This is an optimization exercise on Yosys and OpenROAD, whose aim is small area, not a production implementation. Only simulation tests tie the RTL to the original design; equivalence was not proved. Power and IR drop assume default switching activity.

**flow/flow/run.sh**
```bash
#!/bin/bash
# Layout flow: the standard flow (standard.sh, unchanged synthesis), with
# the ports buffered by the smallest buffer and no dummy loads on the clock tree.
set -euo pipefail
bash standard.sh \
  BUFFER_PORTS_ARGS="-buffer_cell sky130_fd_sc_hd__buf_1" \
  CTS_ARGS="-sink_clustering_enable -repair_clock_nets -buf_list {sky130_fd_sc_hd__clkbuf_4 sky130_fd_sc_hd__clkbuf_8} -dont_use_dummy_load" \
  finish > flow.log 2>&1
```
**flow/standard.sh**
```bash
#!/bin/bash
# synth_recipe.tcl (not shown) runs the flow's synth.tcl, then flattens the netlist and writes it again
# the make line also repeats each setting of config.mk as NAME=value (left out here)
make -C /OpenROAD-flow-scripts/flow DESIGN_CONFIG=/design/flow/config.mk WORK_HOME=/design/flow/orfs CLKGATE_MAP_FILE= SYNTH_SCRIPT=/design/flow/synth_recipe.tcl "${@:-finish}"
```
**flow/config.mk**
```make
export PLATFORM = sky130hd
export DESIGN_NAME = fir
export DESIGN_NICKNAME = fir
export VERILOG_FILES = /design/flow/design.v
export SDC_FILE = /design/flow/constraint.sdc
export NUM_CORES = 4
export LEC_CHECK = 0
export ABC_AREA = 1
export CAP_MARGIN = 20
export CORE_MARGIN = 2
export CORE_UTILIZATION = 70
export CTS_BUF_LIST = sky130_fd_sc_hd__clkbuf_4 sky130_fd_sc_hd__clkbuf_8
export GPL_ROUTABILITY_DRIVEN = 0
export GPL_TIMING_DRIVEN = 0
export PLACE_DENSITY = 0.8
export SLEW_MARGIN = 20
export SYNTH_HIERARCHICAL = 1
export SYNTH_MINIMUM_KEEP_SIZE = 0
```
**flow/constraint.sdc**
```tcl
create_clock -name core_clock -period 6.5 [get_ports {clk}]
set_input_delay 1.3000 -clock core_clock [delete_from_list [all_inputs] [get_ports {clk}]]
set_output_delay 1.3000 -clock core_clock [all_outputs]
set_load 0.01 [all_outputs]
```
**flow/design.v**
```verilog
module dff(clk, reset, d, q);
input clk;
input reset;
input  [15:0] d;
output [15:0] q; 
reg    [15:0] q_r;
always @(posedge clk)
begin
    if(reset)
        q_r <= 0;
    else
        q_r <= d;
end
assign q = q_r; 
endmodule
module fir(clk, din, reset, dout);
input clk;
input signed [7:0] din;
input reset;
output signed [15:0] dout;
reg [7:0] x1;
reg [7:0] x2;
reg [7:0] x3;
reg [7:0] x4;
reg [7:0] x5;
reg [7:0] x6;
reg [7:0] x7;
reg [7:0] x8;
reg [7:0] x9;
reg [7:0] x10;
reg [7:0] x11;
reg [7:0] x12;
always @(posedge clk) begin
  x1 <= reset ? 8'h00 : din;
  x2 <= reset ? 8'hff : (x1 ^ 8'hff);
  x3 <= reset ? 8'h00 : (x2 ^ 8'hff);
  x4 <= reset ? 8'hff : (x3 ^ 8'hff);
  x5 <= reset ? 8'h00 : (x4 ^ 8'hff);
  x6 <= reset ? 8'hff : (x5 ^ 8'hff);
  x7 <= reset ? 8'h00 : (x6 ^ 8'hff);
  x8 <= reset ? 8'hff : (x7 ^ 8'hff);
  x9 <= reset ? 8'h00 : (x8 ^ 8'hff);
  x10 <= reset ? 8'hff : (x9 ^ 8'hff);
  x11 <= reset ? 8'h00 : (x10 ^ 8'hff);
  x12 <= reset ? 8'hff : (x11 ^ 8'hff);
end
wire s1;
wire c2;
wire s3;
wire c4;
wire s5;
wire c6;
wire s7;
wire c8;
wire s9;
wire c10;
wire s11;
wire c12;
wire s13;
wire c14;
wire n15;
wire s16;
wire c17;
wire n18;
wire n19;
wire s20;
wire c21;
wire n22;
wire s23;
wire c24;
wire s25;
wire c26;
wire s27;
wire c28;
wire s29;
wire c30;
wire s31;
wire c32;
wire s33;
wire c34;
wire n35;
wire s36;
wire c37;
wire s38;
wire c39;
wire s40;
wire c41;
wire s42;
wire c43;
wire s44;
wire c45;
wire s46;
wire c47;
wire s48;
wire c49;
wire s50;
wire c51;
wire n52;
wire s53;
wire c54;
wire n55;
wire s56;
wire c57;
wire n58;
wire s59;
wire c60;
wire s61;
wire c62;
wire s63;
wire c64;
wire n65;
wire s66;
wire c67;
wire s68;
wire c69;
wire n70;
wire s71;
wire c72;
wire s73;
wire c74;
wire n75;
wire s76;
wire c77;
wire s78;
wire c79;
wire s80;
wire c81;
wire n82;
wire s83;
wire c84;
wire n85;
wire s86;
wire c87;
wire s88;
wire c89;
wire n90;
wire s91;
wire c92;
wire s93;
wire c94;
wire n95;
wire s96;
wire c97;
wire s98;
wire c99;
wire n100;
wire s101;
wire c102;
wire s103;
wire c104;
wire s105;
wire c106;
wire n107;
wire s108;
wire c109;
wire n110;
wire s111;
wire c112;
wire n113;
wire s114;
wire c115;
wire n116;
wire s117;
wire c118;
wire s119;
wire c120;
wire s121;
wire c122;
wire s123;
wire c124;
wire s125;
wire c126;
wire s127;
wire c128;
wire n129;
wire s130;
wire c131;
wire s132;
wire c133;
wire s134;
wire c135;
wire n136;
wire s137;
wire c138;
wire s139;
wire c140;
wire n141;
wire s142;
wire c143;
wire s144;
wire c145;
wire s146;
wire c147;
wire s148;
wire c149;
wire s150;
wire c151;
wire n152;
wire s153;
wire c154;
wire n155;
wire s156;
wire c157;
wire n158;
wire s159;
wire c160;
wire n161;
wire n162;
wire s163;
wire c164;
wire s165;
wire c166;
wire s167;
wire c168;
wire n169;
wire s170;
wire c171;
wire n172;
wire s173;
wire c174;
wire n175;
wire s176;
wire c177;
wire s178;
wire c179;
wire s180;
wire c181;
wire s182;
wire c183;
wire s184;
wire c185;
wire s186;
wire c187;
wire n188;
wire s189;
wire c190;
wire n191;
wire s192;
wire c193;
wire n194;
wire s195;
wire c196;
wire n197;
wire s198;
wire c199;
wire s200;
wire c201;
wire s202;
wire c203;
wire s204;
wire c205;
wire n206;
wire s207;
wire c208;
wire n209;
wire s210;
wire c211;
wire n212;
wire s213;
wire c214;
wire n215;
wire s216;
wire c217;
wire n218;
wire s219;
wire c220;
wire n221;
wire s222;
wire c223;
wire n224;
wire s225;
wire c226;
wire s227;
wire c228;
wire s229;
wire c230;
wire s231;
wire c232;
wire n233;
wire s234;
wire c235;
wire n236;
wire s237;
wire c238;
wire s239;
wire c240;
wire n241;
wire s242;
wire c243;
wire n244;
wire s245;
wire c246;
wire n247;
wire s248;
wire c249;
wire s250;
wire c251;
wire n252;
wire s253;
wire c254;
wire n255;
wire s256;
wire c257;
wire s258;
wire c259;
wire s260;
wire c261;
wire s262;
wire c263;
wire n264;
wire s265;
wire c266;
wire s267;
wire c268;
wire n269;
wire s270;
wire c271;
wire n272;
wire s273;
wire c274;
wire s275;
wire c276;
wire s277;
wire c278;
wire n279;
wire s280;
wire c281;
wire n282;
wire s283;
wire c284;
wire s285;
wire c286;
wire n287;
wire s288;
wire c289;
wire s290;
wire c291;
wire n292;
wire s293;
wire c294;
wire s295;
wire c296;
wire n297;
wire s298;
wire c299;
wire n300;
wire s301;
wire c302;
wire s303;
wire c304;
wire s305;
wire c306;
wire n307;
wire s308;
wire c309;
wire n310;
wire s311;
wire c312;
wire n313;
wire s314;
wire c315;
wire s316;
wire c317;
wire n318;
wire s319;
wire c320;
wire n321;
wire s322;
wire c323;
wire s324;
wire c325;
wire s326;
wire c327;
wire s328;
wire c329;
wire n330;
wire s331;
wire c332;
wire s333;
wire c334;
wire n335;
wire s336;
wire c337;
wire n338;
wire s339;
wire c340;
wire n341;
wire s342;
wire c343;
wire n344;
wire s345;
wire c346;
wire n347;
wire s348;
wire c349;
wire s350;
wire c351;
wire s352;
wire c353;
wire n354;
wire s355;
wire c356;
wire n357;
wire s358;
wire c359;
wire s360;
wire c361;
wire s362;
wire c363;
wire n364;
wire s365;
wire c366;
wire n367;
wire s368;
wire c369;
wire n370;
wire s371;
wire c372;
wire n373;
wire s374;
wire c375;
wire n376;
wire s377;
wire c378;
wire s379;
wire c380;
wire s381;
wire c382;
wire s383;
wire c384;
wire s385;
wire c386;
wire s387;
wire c388;
wire s389;
wire c390;
wire g391;
wire g392;
wire p393;
wire g394;
wire p395;
wire g396;
wire p397;
wire g398;
wire g399;
wire g400;
wire p401;
wire g402;
wire p403;
wire g404;
wire g405;
wire g406;
wire g407;
wire g408;
wire g409;
wire s410;
wire s411;
wire s412;
wire s413;
wire s414;
wire s415;
wire s416;
wire s417;
ha u2 (.a(x3[0]), .b(x9[0]), .s(s1), .co(c2));
fa u4 (.a(x3[1]), .b(x9[1]), .ci(c2), .s(s3), .co(c4));
fa u6 (.a(x3[2]), .b(x9[2]), .ci(c4), .s(s5), .co(c6));
fa u8 (.a(x3[3]), .b(x9[3]), .ci(c6), .s(s7), .co(c8));
fa u10 (.a(x3[4]), .b(x9[4]), .ci(c8), .s(s9), .co(c10));
fa u12 (.a(x3[5]), .b(x9[5]), .ci(c10), .s(s11), .co(c12));
fa u14 (.a(x3[6]), .b(x9[6]), .ci(c12), .s(s13), .co(c14));
assign n15 = ~c14;
fa u17 (.a(x3[7]), .b(x9[7]), .ci(n15), .s(s16), .co(c17));
assign n18 = ~x4[0];
assign n19 = ~x8[0];
ha u21 (.a(n18), .b(n19), .s(s20), .co(c21));
assign n22 = ~c21;
fa u24 (.a(x4[1]), .b(x8[1]), .ci(n22), .s(s23), .co(c24));
fa u26 (.a(x4[2]), .b(x8[2]), .ci(c24), .s(s25), .co(c26));
fa u28 (.a(x4[3]), .b(x8[3]), .ci(c26), .s(s27), .co(c28));
fa u30 (.a(x4[4]), .b(x8[4]), .ci(c28), .s(s29), .co(c30));
fa u32 (.a(x4[5]), .b(x8[5]), .ci(c30), .s(s31), .co(c32));
fa u34 (.a(x4[6]), .b(x8[6]), .ci(c32), .s(s33), .co(c34));
assign n35 = ~c34;
fa u37 (.a(x4[7]), .b(x8[7]), .ci(n35), .s(s36), .co(c37));
ha u39 (.a(x5[0]), .b(x7[0]), .s(s38), .co(c39));
fa u41 (.a(x5[1]), .b(x7[1]), .ci(c39), .s(s40), .co(c41));
fa u43 (.a(x5[2]), .b(x7[2]), .ci(c41), .s(s42), .co(c43));
fa u45 (.a(x5[3]), .b(x7[3]), .ci(c43), .s(s44), .co(c45));
fa u47 (.a(x5[4]), .b(x7[4]), .ci(c45), .s(s46), .co(c47));
fa u49 (.a(x5[5]), .b(x7[5]), .ci(c47), .s(s48), .co(c49));
fa u51 (.a(x5[6]), .b(x7[6]), .ci(c49), .s(s50), .co(c51));
assign n52 = ~c51;
fa u54 (.a(x5[7]), .b(x7[7]), .ci(n52), .s(s53), .co(c54));
assign n55 = ~x12[0];
fa u57 (.a(x6[0]), .b(n55), .ci(s1), .s(s56), .co(c57));
assign n58 = ~s20;
fa u60 (.a(n58), .b(s56), .ci(din[0]), .s(s59), .co(c60));
fa u62 (.a(1'b1), .b(x12[1]), .ci(x1[0]), .s(s61), .co(c62));
fa u64 (.a(x2[0]), .b(x10[0]), .ci(x6[0]), .s(s63), .co(c64));
assign n65 = ~x6[1];
fa u67 (.a(x11[0]), .b(n65), .ci(s38), .s(s66), .co(c67));
fa u69 (.a(s63), .b(c57), .ci(s3), .s(s68), .co(c69));
assign n70 = ~din[1];
fa u72 (.a(s61), .b(s66), .ci(n70), .s(s71), .co(c72));
fa u74 (.a(s23), .b(s68), .ci(c60), .s(s73), .co(c74));
assign n75 = ~s71;
fa u77 (.a(s59), .b(n75), .ci(s73), .s(s76), .co(c77));
fa u79 (.a(1'b1), .b(x12[2]), .ci(x1[1]), .s(s78), .co(c79));
fa u81 (.a(x2[1]), .b(x10[1]), .ci(x6[1]), .s(s80), .co(c81));
assign n82 = ~x6[2];
fa u84 (.a(x11[1]), .b(n82), .ci(s38), .s(s83), .co(c84));
assign n85 = ~c62;
fa u87 (.a(s20), .b(c64), .ci(n85), .s(s86), .co(c87));
fa u89 (.a(s78), .b(c67), .ci(s40), .s(s88), .co(c89));
assign n90 = ~s83;
fa u92 (.a(s80), .b(din[2]), .ci(n90), .s(s91), .co(c92));
fa u94 (.a(s86), .b(s5), .ci(c69), .s(s93), .co(c94));
assign n95 = ~s25;
fa u97 (.a(s88), .b(c72), .ci(n95), .s(s96), .co(c97));
fa u99 (.a(s91), .b(s93), .ci(c74), .s(s98), .co(c99));
assign n100 = ~s96;
fa u102 (.a(n100), .b(c77), .ci(s98), .s(s101), .co(c102));
fa u104 (.a(1'b1), .b(x12[3]), .ci(x1[2]), .s(s103), .co(c104));
fa u106 (.a(x2[2]), .b(x10[2]), .ci(x6[2]), .s(s105), .co(c106));
assign n107 = ~x11[2];
fa u109 (.a(x6[3]), .b(n107), .ci(s1), .s(s108), .co(c109));
assign n110 = ~c81;
fa u112 (.a(c79), .b(n110), .ci(s103), .s(s111), .co(c112));
assign n113 = ~s105;
fa u115 (.a(n113), .b(c84), .ci(s40), .s(s114), .co(c115));
assign n116 = ~s23;
fa u118 (.a(s108), .b(din[3]), .ci(n116), .s(s117), .co(c118));
fa u120 (.a(s42), .b(s111), .ci(c89), .s(s119), .co(c120));
fa u122 (.a(c87), .b(c92), .ci(s117), .s(s121), .co(c122));
fa u124 (.a(s7), .b(c94), .ci(s27), .s(s123), .co(c124));
fa u126 (.a(s114), .b(s119), .ci(c97), .s(s125), .co(c126));
fa u128 (.a(s121), .b(c99), .ci(s123), .s(s127), .co(c128));
assign n129 = ~s125;
fa u131 (.a(n129), .b(c102), .ci(s127), .s(s130), .co(c131));
fa u133 (.a(x12[4]), .b(x1[3]), .ci(x11[3]), .s(s132), .co(c133));
fa u135 (.a(x2[3]), .b(x10[3]), .ci(x6[3]), .s(s134), .co(c135));
assign n136 = ~c104;
fa u138 (.a(x6[4]), .b(c106), .ci(n136), .s(s137), .co(c138));
fa u140 (.a(s134), .b(c109), .ci(s3), .s(s139), .co(c140));
assign n141 = ~din[4];
fa u143 (.a(s132), .b(n141), .ci(c112), .s(s142), .co(c143));
fa u145 (.a(s42), .b(c115), .ci(s25), .s(s144), .co(c145));
fa u147 (.a(s137), .b(s139), .ci(c118), .s(s146), .co(c147));
fa u149 (.a(s44), .b(s142), .ci(c120), .s(s148), .co(c149));
fa u151 (.a(c122), .b(s146), .ci(s9), .s(s150), .co(c151));
assign n152 = ~s144;
fa u154 (.a(n152), .b(s29), .ci(c124), .s(s153), .co(c154));
assign n155 = ~s150;
fa u157 (.a(s148), .b(c126), .ci(n155), .s(s156), .co(c157));
assign n158 = ~s156;
fa u160 (.a(s153), .b(c128), .ci(n158), .s(s159), .co(c160));
assign n161 = ~c131;
assign n162 = ~s159;
ha u164 (.a(n161), .b(n162), .s(s163), .co(c164));
fa u166 (.a(x12[5]), .b(x1[4]), .ci(x11[4]), .s(s165), .co(c166));
fa u168 (.a(x2[4]), .b(x10[4]), .ci(x6[4]), .s(s167), .co(c168));
assign n169 = ~x6[5];
fa u171 (.a(n169), .b(s38), .ci(c133), .s(s170), .co(c171));
assign n172 = ~s165;
fa u174 (.a(c135), .b(s167), .ci(n172), .s(s173), .co(c174));
assign n175 = ~s170;
fa u177 (.a(din[5]), .b(c138), .ci(n175), .s(s176), .co(c177));
fa u179 (.a(s5), .b(s173), .ci(c140), .s(s178), .co(c179));
fa u181 (.a(c143), .b(s44), .ci(s27), .s(s180), .co(c181));
fa u183 (.a(s176), .b(s178), .ci(c147), .s(s182), .co(c183));
fa u185 (.a(c145), .b(s46), .ci(c149), .s(s184), .co(c185));
fa u187 (.a(s182), .b(s11), .ci(c151), .s(s186), .co(c187));
assign n188 = ~s31;
fa u190 (.a(s180), .b(n188), .ci(s184), .s(s189), .co(c190));
assign n191 = ~c157;
fa u193 (.a(c154), .b(s186), .ci(n191), .s(s192), .co(c193));
assign n194 = ~s189;
fa u196 (.a(n194), .b(c160), .ci(s192), .s(s195), .co(c196));
assign n197 = ~s195;
ha u199 (.a(c164), .b(n197), .s(s198), .co(c199));
fa u201 (.a(x12[6]), .b(x1[5]), .ci(x11[5]), .s(s200), .co(c201));
fa u203 (.a(x2[5]), .b(x10[5]), .ci(x6[0]), .s(s202), .co(c203));
fa u205 (.a(x6[5]), .b(x6[6]), .ci(c168), .s(s204), .co(c205));
assign n206 = ~s202;
fa u208 (.a(c166), .b(s200), .ci(n206), .s(s207), .co(c208));
assign n209 = ~din[6];
fa u211 (.a(s40), .b(n209), .ci(c171), .s(s210), .co(c211));
assign n212 = ~s207;
fa u214 (.a(s204), .b(c174), .ci(n212), .s(s213), .co(c214));
assign n215 = ~s210;
fa u217 (.a(c177), .b(s7), .ci(n215), .s(s216), .co(c217));
assign n218 = ~s46;
fa u220 (.a(c179), .b(s213), .ci(n218), .s(s219), .co(c220));
assign n221 = ~s216;
fa u223 (.a(s29), .b(c181), .ci(n221), .s(s222), .co(c223));
assign n224 = ~c183;
fa u226 (.a(n224), .b(s48), .ci(c185), .s(s225), .co(c226));
fa u228 (.a(s219), .b(s13), .ci(c187), .s(s227), .co(c228));
fa u230 (.a(s222), .b(s225), .ci(c190), .s(s229), .co(c230));
fa u232 (.a(s33), .b(s227), .ci(c193), .s(s231), .co(c232));
assign n233 = ~s229;
fa u235 (.a(n233), .b(s231), .ci(c196), .s(s234), .co(c235));
assign n236 = ~x12[7];
fa u238 (.a(1'b1), .b(x1[6]), .ci(n236), .s(s237), .co(c238));
fa u240 (.a(x2[6]), .b(x10[6]), .ci(x6[1]), .s(s239), .co(c240));
assign n241 = ~x6[6];
fa u243 (.a(x11[6]), .b(x6[7]), .ci(n241), .s(s242), .co(c243));
assign n244 = ~c203;
fa u246 (.a(c201), .b(n244), .ci(s237), .s(s245), .co(c246));
assign n247 = ~s239;
fa u249 (.a(s242), .b(n247), .ci(din[7]), .s(s248), .co(c249));
fa u251 (.a(c208), .b(s42), .ci(s245), .s(s250), .co(c251));
assign n252 = ~c205;
fa u254 (.a(n252), .b(s248), .ci(c211), .s(s253), .co(c254));
assign n255 = ~c214;
fa u257 (.a(n255), .b(s250), .ci(s253), .s(s256), .co(c257));
fa u259 (.a(s9), .b(c217), .ci(c220), .s(s258), .co(c259));
fa u261 (.a(s48), .b(s256), .ci(s31), .s(s260), .co(c261));
fa u263 (.a(c223), .b(s50), .ci(c226), .s(s262), .co(c263));
assign n264 = ~s258;
fa u266 (.a(n264), .b(s260), .ci(s16), .s(s265), .co(c266));
fa u268 (.a(s36), .b(s262), .ci(c230), .s(s267), .co(c268));
assign n269 = ~s265;
fa u271 (.a(c228), .b(n269), .ci(c232), .s(s270), .co(c271));
assign n272 = ~s267;
fa u274 (.a(n272), .b(s270), .ci(c235), .s(s273), .co(c274));
fa u276 (.a(1'b0), .b(x1[7]), .ci(x11[7]), .s(s275), .co(c276));
fa u278 (.a(x2[7]), .b(x10[7]), .ci(x6[7]), .s(s277), .co(c278));
assign n279 = ~c238;
fa u281 (.a(x6[2]), .b(c240), .ci(n279), .s(s280), .co(c281));
assign n282 = ~s275;
fa u284 (.a(c243), .b(s277), .ci(n282), .s(s283), .co(c284));
fa u286 (.a(c246), .b(s283), .ci(c249), .s(s285), .co(c286));
assign n287 = ~s280;
fa u289 (.a(n287), .b(s44), .ci(c251), .s(s288), .co(c289));
fa u291 (.a(s285), .b(c254), .ci(s288), .s(s290), .co(c291));
assign n292 = ~s11;
fa u294 (.a(c257), .b(n292), .ci(s290), .s(s293), .co(c294));
fa u296 (.a(s50), .b(s33), .ci(c261), .s(s295), .co(c296));
assign n297 = ~c259;
fa u299 (.a(n297), .b(s293), .ci(c17), .s(s298), .co(c299));
assign n300 = ~s53;
fa u302 (.a(c37), .b(c263), .ci(n300), .s(s301), .co(c302));
fa u304 (.a(s295), .b(c266), .ci(s298), .s(s303), .co(c304));
fa u306 (.a(s301), .b(c268), .ci(s303), .s(s305), .co(c306));
assign n307 = ~c271;
ha u309 (.a(n307), .b(s305), .s(s308), .co(c309));
assign n310 = ~c278;
fa u312 (.a(x6[3]), .b(c276), .ci(n310), .s(s311), .co(c312));
assign n313 = ~c284;
fa u315 (.a(c281), .b(s311), .ci(n313), .s(s314), .co(c315));
fa u317 (.a(c286), .b(s46), .ci(c289), .s(s316), .co(c317));
assign n318 = ~s314;
fa u320 (.a(n318), .b(c291), .ci(s316), .s(s319), .co(c320));
assign n321 = ~s13;
fa u323 (.a(n321), .b(c294), .ci(s319), .s(s322), .co(c323));
fa u325 (.a(c54), .b(s53), .ci(s36), .s(s324), .co(c325));
fa u327 (.a(c296), .b(s322), .ci(c299), .s(s326), .co(c327));
fa u329 (.a(c302), .b(c304), .ci(s326), .s(s328), .co(c329));
assign n330 = ~s324;
fa u332 (.a(n330), .b(c306), .ci(s328), .s(s331), .co(c332));
fa u334 (.a(1'b0), .b(x6[4]), .ci(c312), .s(s333), .co(c334));
assign n335 = ~s48;
fa u337 (.a(s333), .b(c315), .ci(n335), .s(s336), .co(c337));
assign n338 = ~s336;
fa u340 (.a(c317), .b(n338), .ci(c320), .s(s339), .co(c340));
assign n341 = ~s16;
fa u343 (.a(c54), .b(c37), .ci(n341), .s(s342), .co(c343));
assign n344 = ~c325;
fa u346 (.a(c323), .b(s339), .ci(n344), .s(s345), .co(c346));
assign n347 = ~s342;
fa u349 (.a(n347), .b(c327), .ci(s345), .s(s348), .co(c349));
ha u351 (.a(c329), .b(s348), .s(s350), .co(c351));
fa u353 (.a(x6[5]), .b(c334), .ci(c337), .s(s352), .co(c353));
assign n354 = ~s352;
fa u356 (.a(s50), .b(c17), .ci(n354), .s(s355), .co(c356));
assign n357 = ~c343;
fa u359 (.a(c340), .b(n357), .ci(s355), .s(s358), .co(c359));
fa u361 (.a(c346), .b(s358), .ci(c349), .s(s360), .co(c361));
fa u363 (.a(x6[6]), .b(c353), .ci(s53), .s(s362), .co(c363));
assign n364 = ~s362;
fa u366 (.a(c356), .b(n364), .ci(c359), .s(s365), .co(c366));
assign n367 = ~c54;
fa u369 (.a(1'b1), .b(x6[7]), .ci(n367), .s(s368), .co(c369));
assign n370 = ~c363;
ha u372 (.a(s368), .b(n370), .s(s371), .co(c372));
assign n373 = ~s234;
ha u375 (.a(c199), .b(n373), .s(s374), .co(c375));
assign n376 = ~c274;
ha u378 (.a(s308), .b(n376), .s(s377), .co(c378));
ha u380 (.a(c309), .b(s331), .s(s379), .co(c380));
ha u382 (.a(s350), .b(c332), .s(s381), .co(c382));
ha u384 (.a(c351), .b(s360), .s(s383), .co(c384));
ha u386 (.a(c361), .b(s365), .s(s385), .co(c386));
ha u388 (.a(s371), .b(c366), .s(s387), .co(c388));
ha u390 (.a(c369), .b(c372), .s(s389), .co(c390));
assign g391 = 1'b0 | (~s273 & c375);
assign g392 = c380 | (s379 & c378);
assign p393 = s379 & s377;
assign g394 = c384 | (s383 & c382);
assign p395 = s383 & s381;
assign g396 = c388 | (s387 & c386);
assign p397 = s387 & s385;
assign g398 = c378 | (s377 & g391);
assign g399 = g392 | (p393 & g391);
assign g400 = c386 | (s385 & g394);
assign p401 = s385 & p395;
assign g402 = g396 | (p397 & g394);
assign p403 = p397 & p395;
assign g404 = c382 | (s381 & g399);
assign g405 = g394 | (p395 & g399);
assign g406 = g400 | (p401 & g399);
assign g407 = g402 | (p403 & g399);
assign g408 = c390 | (s389 & g407);
assign g409 = c390 | (s389 & g407);
assign s410 = s273 ^ c375;
assign s411 = s377 ^ g391;
assign s412 = s379 ^ g398;
assign s413 = s381 ^ g399;
assign s414 = s383 ^ g404;
assign s415 = s385 ^ g405;
assign s416 = s387 ^ g406;
assign s417 = s389 ^ g407;
reg [15:0] y;
always @(posedge clk) begin
  y <= reset ? 16'h0000 : {~g408, s417, s416, s415, s414, s413, s412, s411, ~s410, s374, s198, s163, ~s130, ~s101, ~s76, s59};
end
assign dout = y;
endmodule
module fa(a, b, ci, s, co);
input a, b, ci;
output s, co;
assign s = a ^ b ^ ci;
assign co = (a & b) | (a & ci) | (b & ci);
endmodule
module ha(a, b, s, co);
input a, b;
output s, co;
assign s = a ^ b;
assign co = a & b;
endmodule
```
==> notes.md <==
per-module statistics from Yosys (local to each module, per instance):
module	flip-flops and latches	area (um^2)	times used	cells inside
fa	0	20.0	141	1
ha	0	12.5	16	1
fir	112	3290	1	358
cells in the mapped netlist:
cell	n	area share
sky130_fd_sc_hd__a21o_1	1	0.0012
sky130_fd_sc_hd__a21oi_1	4	0.0032
sky130_fd_sc_hd__a21oi_2	2	0.0028
sky130_fd_sc_hd__buf_2	9	0.0071
sky130_fd_sc_hd__buf_4	1	0.0012
sky130_fd_sc_hd__buf_6	1	0.0018
sky130_fd_sc_hd__buf_8	1	0.0024
sky130_fd_sc_hd__conb_1	2	0.0012
sky130_fd_sc_hd__dfxtp_1	112	0.36
sky130_fd_sc_hd__fa_1	141	0.45
sky130_fd_sc_hd__ha_1	20	0.040
sky130_fd_sc_hd__inv_1	92	0.055
sky130_fd_sc_hd__inv_2	3	0.0018
sky130_fd_sc_hd__nand2_1	53	0.032
sky130_fd_sc_hd__nand2_2	2	0.0020
sky130_fd_sc_hd__nand2_4	1	0.0018
sky130_fd_sc_hd__nand3_1	1	0.00079
sky130_fd_sc_hd__nand3_2	1	0.0016
sky130_fd_sc_hd__nor2_1	60	0.036
sky130_fd_sc_hd__nor2_2	1	0.00099
sky130_fd_sc_hd__nor3_1	3	0.0024
sky130_fd_sc_hd__nor3b_1	2	0.0024
sky130_fd_sc_hd__o21ai_0	2	0.0016
area by class of cell:
class / count / area share
Tap cell: 108 / 0.0197
Inverter: 95 / 0.0519
Sequential cell: 112 / 0.327
Timing Repair Buffer: 32 / 0.0218
Clock buffer: 9 / 0.0180
Multi-Input combinational cell: 301 / 0.551
Buffer: 12 / 0.0115
sequential cells by signal, indices dropped and copies added, names as in the netlist:
name / flops
y: 16
x10: 8
x11: 8
x12: 8
x1: 8
x2: 8
x3: 8
x4: 8
x5: 8
x6: 8
x7: 8
x8: 8
x9: 8
report_power, final:
group / total, mW / switching, mW / internal [mW]
registers: 0.762 / 0.0161 / 0.746
logic: 1.70 / 0.920 / 0.779
clock network: 0.331 / 0.206 / 0.125
critical path, cell delays in order (launching register included):
cell and delay, ns:
sky130_fd_sc_hd__dfxtp_2 0.36, sky130_fd_sc_hd__ha_4 0.16, sky130_fd_sc_hd__fa_2 0.33, sky130_fd_sc_hd__fa_2 0.36
sky130_fd_sc_hd__fa_2 0.62, sky130_fd_sc_hd__fa_1 0.45, sky130_fd_sc_hd__fa_2 0.54, sky130_fd_sc_hd__fa_2 0.44
sky130_fd_sc_hd__fa_2 0.37, sky130_fd_sc_hd__fa_1 0.53, sky130_fd_sc_hd__fa_1 0.45, sky130_fd_sc_hd__fa_1 0.56
sky130_fd_sc_hd__ha_4 0.23, sky130_fd_sc_hd__a21oi_4 0.16, sky130_fd_sc_hd__nand2_4 0.08, sky130_fd_sc_hd__nand2_4 0.08
sky130_fd_sc_hd__nand2_2 0.04, sky130_fd_sc_hd__a21o_1 0.17, sky130_fd_sc_hd__ha_4 0.26, sky130_fd_sc_hd__inv_2 0.02
sky130_fd_sc_hd__nor2_1 0.07
metal layers:
metal / track usage / up-vias
met3: 0.0496 / 47
li1: - / 1572
met5: 0 / -
met4: 0.173 / 0
met1: 0.366 / 1849
met2: 0.477 / 86
kinds of logic after synthesis:
logic type,after synthesis
adders and majority gates,161
and+or+nand+nor,124
DFF,112
buffers and inverters,107
AOI/OAI and AO/OA,9
other,2
worst max path at each step:
stage,startpoint,to,slack [ns],cells after the start
4_1_cts,x4[0],y[14],0.0004,25
6_report,x5[0],y[14],0.10,20
3_5_place_dp,x4[0],y[14],-0.20,25
5_1_grt,x5[0],y[13],-0.05,19
2_1_floorplan,x5[0],y[14],0.21,20
3_3_place_gp,x5[0],y[14],-0.09,20
metrics by stage:
step / hold slack [ns] / instances / TNS [ns]
after floorplan: 0.366 / 520 / 0
after global placement: 0.373 / 652 / -0.116
after detailed placement: 0.378 / 652 / -0.320
after CTS: 0.400 / 666 / 0
after global routing: 0.413 / 669 / -0.0756
final: 0.394 / 669 / 0
what timing repair did:
item                                    in CTS  in global routing
pin swaps                                   12                  6
resized for setup                           20                 18
buffers inserted                             5                  3
endpoints found under the setup margin       3                  3
==> notes.md <==
- The most frequent standard cell in the layout excluding fill and tap cells is sky130_fd_sc_hd__fa_1.
- After detailed routing, the met2 layer carries 6610 um of wire.
- The setup-violating endpoint count in the final report is 0.
- Of the cells placed in the final design, the portion with a size suffix greater than 1 is 0.128.
- The worst register-to-register path has a setup slack of 0.10 ns.
- Synthesis produced a netlist whose cell count is 515.
- The first global-routing pass estimated 20600 um of wire.
- The worst register-to-register path begins at x5[0].
- Of the total synthesized cell area, the portion taken by XOR and XNOR cells is 0.
- The pin count of the biggest net entering global routing is 22.
- The type of destination of the critical path is a flip-flop.
- After the last flow step, the layout net total stands at 734.
- Using the TritonRoute via totals, the vias-per-cell ratio works out to 5.31.
- After layout, the minimum clock period comes to 6.40 ns.
- Summed over all layers, the routed wires come to 12600 um.
- TritonCTS created 9 clock buffers.
- The highest layer touched by signal routing is met4.
- For this run, the share of the core covered by cells in the final layout is 0.789.
- The number of pins exceeding their max-slew limit in the final report was 0.
- The sequential cells in the finished layout cover a total of 2250 um^2.
- The kind of path behind the tightest hold check is flip-flop to flip-flop.
- The insertion delay to the later sink of the worst-skew pair is 0.39 ns.
- The post-synthesis compound-gate area fraction is 0.00872.
- Power comes to 2.79 mW.
- In the final routing, the length of wire on met1 measures 4790 um.
- The worst path setup slack after routing is 0.102 ns.
- Setup repair after global routing could not meet its margin everywhere.
- Of all nets on the critical path, the largest fanout is 4.
- The library cells used most frequently in the layout, excluding fill and tap cells, are 121 x sky130_fd_sc_hd__fa_1, 109 x sky130_fd_sc_hd__dfxtp_1, 89 x sky130_fd_sc_hd__inv_1, 60 x sky130_fd_sc_hd__nor2_1, 52 x sky130_fd_sc_hd__nand2_1.
- The critical path launch point type is a flip-flop.
- Static timing analysis puts the maximum clock frequency at 156 MHz.
- The die covers 9790 um^2.
- The floorplan step set the die height to 99.0 um.
- For this design the ratio of total power to cell area is 406 nW/um^2.
- The core region is 8720 um^2.
- Input and output buffers added on the ports amount to 24.
- The area of the multi-input gates is 3790 um^2.
- Detailed placement finished with a half-perimeter wire length of 9960 um.
- The critical path class is flip-flop to flip-flop.
- The terminus of the critical flop-to-flop path is y[14].
- The tree is rooted in a sky130_fd_sc_hd__clkbuf_8.
- For the worst setup path, the data arrival time is 6.70 ns.
- The die width is 99.0 um.
- Once placement finished, the instance area stood at 6560 um^2.
- After synthesis, the largest family of logic cells by area is adder cells.
- Of the total synthesized cell area, the portion taken by AND, OR, NAND and NOR gates is 0.0791.
- For this block, the initial DRC count from the detailed router was 140.
- The largest vdd supply drop is 501 uV.
- The global-route usage over all layers is 0.290.
- For the worst setup path, the data required time is 6.81 ns.
- The pre-antenna-repair detailed-routing pass consisted of 4 iterations.
- The row count is 34.
- The initial core utilization is 0.724.
- In the finished design, the share of the clock period the worst path needs comes to 0.984.
- The cell depth of the worst hold path is 1.
- The post-synthesis sequential area ratio is 0.355.
- After global routing the overflow that remains totals 0.
- The relative area change from synthesis to final layout is 8.94%.
- The number of distinct library cells after synthesis is 23.
- The clock tree synthesis step divided the H-tree into 3 levels.
- Summed over all nets, wire length on met3 after detailed routing comes to 460 um.
- The layout filler cell count is 522.
- Hold repair after CTS inserted 0 buffers.
- The CTS tree is done.
- In this run the most critical hold path is launched from x1[0].
- The final route contains 3554 vias.
- The count of nets left with antenna violations once routing finished came out at 0.
- The final count of hold timing violations is 0.
- The netlist area before placement is 6310 um^2.
- The cell count of the worst reg-to-reg path is 20.
- The post-synthesis mux area share is 0.
- The capture endpoint of the worst hold path is x2[0].
- The mean instance size in the synthesized netlist is 12.3 um^2.
- The clock net in this run drives a total of 112 sinks.
- The reported leakage power is 3.09 nW.
- For the final database, setup skew stands at 0.0311 ns.
- For this run, the number of Yosys warnings is 7.
- The via count of the first global-routing pass is 4126.
- The initial antenna violation count came to 0.
- The run finished with no timing, DRC or antenna violations.
- The boundary pin count is 26.
- The flip-flop and latch count after synthesis is 112.
- The final design area excluding fillers is 6880 um^2.
- Across the run, the number of max-cap violations was 0.
- The largest buffer count on any clock path is 2.
- The routed length per instance is 18.8 um.
- The worst setup slack after placement is -0.197 ns.
- After detailed routing, the number of remaining DRC violations is 0.
- The antenna diode count is 0.
- The adder-cell share of the synthesized area is 0.487.
- Clock-pin slew was measured on the worst setup and hold paths at 0.11 ns.

static timing again, ports no longer ideal:
No port has a modelled driver above. Below, the same layout with a new extraction and two added sets of constraints.
Step 1 sets driving cells, clkbuf_16 on the clock port and buf_2 on the other inputs (assumed; they add their load-dependent delay and slew).
Step 2 times the ports against the registers' clock, not the clock port: input delays grow and output delays shrink by t, the midpoint of the rising clock arrivals with the driver on.
a / b / c = ideal / step 1 / step 2; a / b = the first two.
shift t [ns]: 0.404
slack for setup (ns): 0.102 / 0.102 / -0.016
hold WS [ns]: 0.394 / 0.394 / 0.394
latest minus earliest clock arrival (ns): 0.033 / 0.032
worst slew at a driven data input, ns: 0.04
With both steps, setup timing fails in this run, where it was met with ideal ports. For this run, drivers alone change the setup slack by 0.000 ns; drivers and shift together by -0.118 ns.
